This design comes from an exercise in tuning for small area and a short achievable clock period on the open sky130 flow, not from production work. Only simulation tests tie the RTL to the original design; equivalence was not proved. Power is estimated from default activity; no workload was simulated.

==> flow/design.v (excerpt) <==
module axis_Gauss_1x5 (
  input  logic       s_axis_aclk,
  input  logic       s_axis_arstn,
  input  logic [7:0] s_axis_tdata,
  input  logic       s_axis_tvalid,
  input  logic       s_axis_tlast,
  output logic [7:0] m_axis_tdata,
  output logic       m_axis_tvalid,
  output logic       m_axis_tlast
);
logic [7:0]  d1, d2, d3, d4;
logic        v1, v2, l1, l2;
logic [13:0] cnt;
logic [9:0] b;
always_ff @(posedge s_axis_aclk) begin
  d1 <= s_axis_tdata;
  d2 <= d1;
  d3 <= d2;
  d4 <= d3;
  v1 <= s_axis_tvalid;
  v2 <= v1;
  l1 <= s_axis_tlast;
  l2 <= l1;
  b <= bnext;
end
always_ff @(posedge s_axis_aclk) begin
  if (!s_axis_arstn || s_axis_tlast)
    cnt <= '0;
  else if (s_axis_tvalid)
    cnt <= cnt + 14'd1;
end
wire edge_pt = (cnt[13:1] == 13'd1);
wire [7:0] x0 = s_axis_tdata;
wire h1_s, h1_c;
gha h1 (.a(d1[0]), .b(d2[1]), .s(h1_s), .co(h1_c));
wire f2_s, f2_c;
gfa f2 (.a(d1[1]), .b(d2[2]), .c(h1_c), .s(f2_s), .co(f2_c));
wire f3_s, f3_c;
gfa f3 (.a(d1[2]), .b(d2[3]), .c(f2_c), .s(f3_s), .co(f3_c));
wire f4_s, f4_c;
gfa f4 (.a(d1[3]), .b(d2[4]), .c(x0[4]), .s(f4_s), .co(f4_c));
wire f5_s, f5_c;
gfa f5 (.a(d1[4]), .b(d2[5]), .c(x0[5]), .s(f5_s), .co(f5_c));
wire f6_s, f6_c;
gfa f6 (.a(d1[5]), .b(d2[6]), .c(x0[6]), .s(f6_s), .co(f6_c));
wire f7_s, f7_c;
gfa f7 (.a(d1[6]), .b(d2[7]), .c(x0[7]), .s(f7_s), .co(f7_c));
wire h8_s, h8_c;
gha h8 (.a(d2[0]), .b(x0[0]), .s(h8_s), .co(h8_c));
wire h9_s, h9_c;
gha h9 (.a(h1_s), .b(x0[1]), .s(h9_s), .co(h9_c));
  ...
==> flow/config.mk <==
export PLATFORM = sky130hd
export DESIGN_NAME = axis_Gauss_1x5
export DESIGN_NICKNAME = axis_Gauss_1x5
export VERILOG_FILES = /design/flow/design.v
export SDC_FILE = /design/flow/constraint.sdc
export NUM_CORES = 4
export LEC_CHECK = 0
export CAP_MARGIN = 20
export CORE_MARGIN = 2
export CORE_UTILIZATION = 40
export SETUP_SLACK_MARGIN = 4.3
export SLEW_MARGIN = 20
export SYNTH_HIERARCHICAL = 1
export SYNTH_MINIMUM_KEEP_SIZE = 0
==> flow/constraint.sdc <==
create_clock -name core_clock -period 8.0 [get_ports {s_axis_aclk}]
set_input_delay 1.6000 -clock core_clock [delete_from_list [all_inputs] [get_ports {s_axis_aclk}]]
set_output_delay 1.6000 -clock core_clock [all_outputs]
set_load 0.01 [all_outputs]
standard.sh (not shown) runs the stock make flow with config.mk's settings and CLKGATE_MAP_FILE= SYNTH_SCRIPT=/design/flow/synth_recipe.tcl, a recipe that flattens the netlist after the stock synthesis.
==> flow/flow/run.sh <==
#!/bin/bash
# Layout flow: the standard flow, with plain buffers on the ports and a clock
# tree without dummy loads.
export BUFFER_PORTS_ARGS="-buffer_cell sky130_fd_sc_hd__buf_2"
export CTS_ARGS="-repair_clock_nets -dont_use_dummy_load -buf_list sky130_fd_sc_hd__clkbuf_8"
bash standard.sh > standard.log 2>&1
The first run completed without violations.
Next try:
==> flow/flow/run.sh (replaced) <==
#!/bin/bash
# Layout flow: the standard flow, with plain buffers on the ports and a clock
# tree of small buffers without dummy loads.
export BUFFER_PORTS_ARGS="-buffer_cell sky130_fd_sc_hd__buf_2"
export CTS_ARGS="-sink_clustering_enable -repair_clock_nets -dont_use_dummy_load -buf_list \"sky130_fd_sc_hd__clkbuf_4 sky130_fd_sc_hd__clkbuf_8\""
bash standard.sh > standard.log 2>&1
SETUP_SLACK_MARGIN = 4.45   (was 4.3)
Result: Synthesized cell count does not change; total power increases slightly; clock-buffer cell count stays the same; wire length decreases by a few percent; cell count stays the same; critical path depth is unchanged.
Next try:
==> flow/flow/run.sh (replaced) <==
#!/bin/bash
# Layout flow: the standard flow, with plain buffers on the ports and a clock
# tree without dummy loads.
export BUFFER_PORTS_ARGS="-buffer_cell sky130_fd_sc_hd__buf_2"
export CTS_ARGS="-sink_clustering_enable -sink_clustering_size 40 -sink_clustering_levels 1 -repair_clock_nets -dont_use_dummy_load -buf_list sky130_fd_sc_hd__clkbuf_8"
bash standard.sh > standard.log 2>&1
SETUP_SLACK_MARGIN = 4.3   (was 4.45)
The changed run went through all stages and came out clean.
Cell area decreases by 0.86%.
Total power fell by 0.74%.
Sequential power barely changes.
Clock-buffer cell count is unchanged.
Non-clock buffer count is unchanged.
First-iteration DRC count climbs by 18%.
Combinational power hardly moves.
Hold slack barely changes.
Sequential cell count is unchanged.
Core utilization drops by 0.38 points.

Another version of the RTL of axis_Gauss_1x5 (not shown whole).
Size in the first run: roughly 330 cells after synthesis, roughly 81 flip-flops, roughly 22 I/O pins, roughly 0.0043 mm2 of cells after synthesis.
==> flow/config.mk <==
export PLATFORM = sky130hd
export DESIGN_NAME = axis_Gauss_1x5
export DESIGN_NICKNAME = axis_Gauss_1x5
export VERILOG_FILES = /design/flow/design.v
export SDC_FILE = /design/flow/constraint.sdc
export NUM_CORES = 4
export LEC_CHECK = 0
export CAP_MARGIN = 20
export CORE_MARGIN = 2
export CORE_UTILIZATION = 40
export SETUP_SLACK_MARGIN = 4.75
export SLEW_MARGIN = 20
export SYNTH_HIERARCHICAL = 1
export SYNTH_MINIMUM_KEEP_SIZE = 0
==> flow/constraint.sdc <==
create_clock -name core_clock -period 8.0 [get_ports {s_axis_aclk}]
set_input_delay 1.6000 -clock core_clock [delete_from_list [all_inputs] [get_ports {s_axis_aclk}]]
set_output_delay 1.6000 -clock core_clock [all_outputs]
set_load 0.01 [all_outputs]
==> flow/flow/run.sh <==
#!/bin/bash
# Layout flow: the standard flow, with plain buffers on the ports and a clock
# tree of small buffers without dummy loads.
export BUFFER_PORTS_ARGS="-buffer_cell sky130_fd_sc_hd__buf_2"
export CTS_ARGS="-sink_clustering_enable -repair_clock_nets -dont_use_dummy_load -buf_list \"sky130_fd_sc_hd__clkbuf_4 sky130_fd_sc_hd__clkbuf_8\""
bash standard.sh > standard.log 2>&1
Change:
- SETUP_SLACK_MARGIN: 4.75 -> 4.3
Result:
- hold slack hardly moves
- global-route usage drops by 0.60 points
- combinational power drops by about 20%
- routed wire length drops by 1.1%
- design area drops by 5.1%
- clock-buffer cell count stays the same
- total power drops by 8.8%
- worst setup slack gets worse by 0.21 ns
- clock power barely changes
- clock skew climbs by 0.010 ns
- via count drops by about 1.3%
Change:
- SETUP_SLACK_MARGIN: 4.3 -> 4.9
Effect:
- cell count increases by 1.6%
- cell area increases by 8.5%
- fmax increases by 5.5%
- utilization increases by 3.9 points
- clock skew decreases by 0.0074 ns
- first-iteration DRC count increases by 55%
- register-to-register slack gets better by 0.20 ns

the reference run:
RTL: one of the versions met above, not the one the previous note started from.
For scale: about 80 flip-flops.
export LEC_CHECK = 0
export CAP_MARGIN = 20
export CORE_MARGIN = 2
export CORE_UTILIZATION = 40
export SETUP_SLACK_MARGIN = 4.75
export SLEW_MARGIN = 20
export SYNTH_HIERARCHICAL = 1
export SYNTH_MINIMUM_KEEP_SIZE = 0
create_clock -name core_clock -period 8.0 [get_ports {s_axis_aclk}]
Scripts as last shown in full above: flow/flow/run.sh
--- input diff the reference run..the trial run ---
Settings: SETUP_SLACK_MARGIN changed from 4.75 to 4.6.
## What came out
The estimated power of the trial run ends up lower than the estimate for the reference run.
From the reference run to the trial run the numbers moved as follows: placement-stage worst setup slack increased by 4.1 ps relative to the old numbers; portion of total power attributed to the clock network increased 0.6 points; worst relative slew slack moved up.
The trial run vs. the reference run: total via count after detailed routing down 44; via count of the first global-routing pass moved down; design area fell by 140 um2; sequential share of layout area shows an increase of 0.75 points; global-route wire length before repair picked up an extra 0.49%.

## separate check: timing with driven ports
In the flow no input, the clock included, has a driving cell. The finished layouts below were timed again as built, in two steps. Step 1 sets driving cells, clkbuf_16 on the clock port and buf_2 on the other inputs (assumed; they add their load-dependent delay and slew). Step 2 times the ports against the registers' clock, not the clock port: input delays grow and output delays shrink by t, the midpoint of the rising clock arrivals with the driver on. Slacks: no drivers / after step 1 / after step 2; pairs: no drivers / after step 1.
| run | t, ns | setup WS [ns] | latest minus earliest clock arrival (ns) |
|---|---|---|---|
| the first run of note 1 | 0.383 | 4.366 / 4.380 / 3.997 | 0.034 / 0.034 |
| the second run of note 1 | 0.376 | 4.439 / 4.439 / 4.063 | 0.030 / 0.029 |
| the third run of note 1 | 0.383 | 4.366 / 4.380 / 3.997 | 0.034 / 0.034 |
| the first run of note 2 | 0.384 | 4.605 / 4.569 / 4.226 | 0.036 / 0.037 |
| the second run of note 2 | 0.381 | 4.390 / 4.387 / 4.006 | 0.031 / 0.030 |
| the third run of note 2 | 0.373 | 4.579 / 4.553 / 4.217 | 0.023 / 0.024 |
| the reference run | 0.368 | 4.457 / 4.440 / 4.072 | 0.026 / 0.026 |
| the trial run | 0.375 | 4.462 / 4.446 / 4.071 | 0.025 / 0.024 |
After both steps every run listed still meets setup and hold. The setup slack of the trial run, which loses most, moves by -0.016 ns with the drivers and by -0.391 ns with both steps.
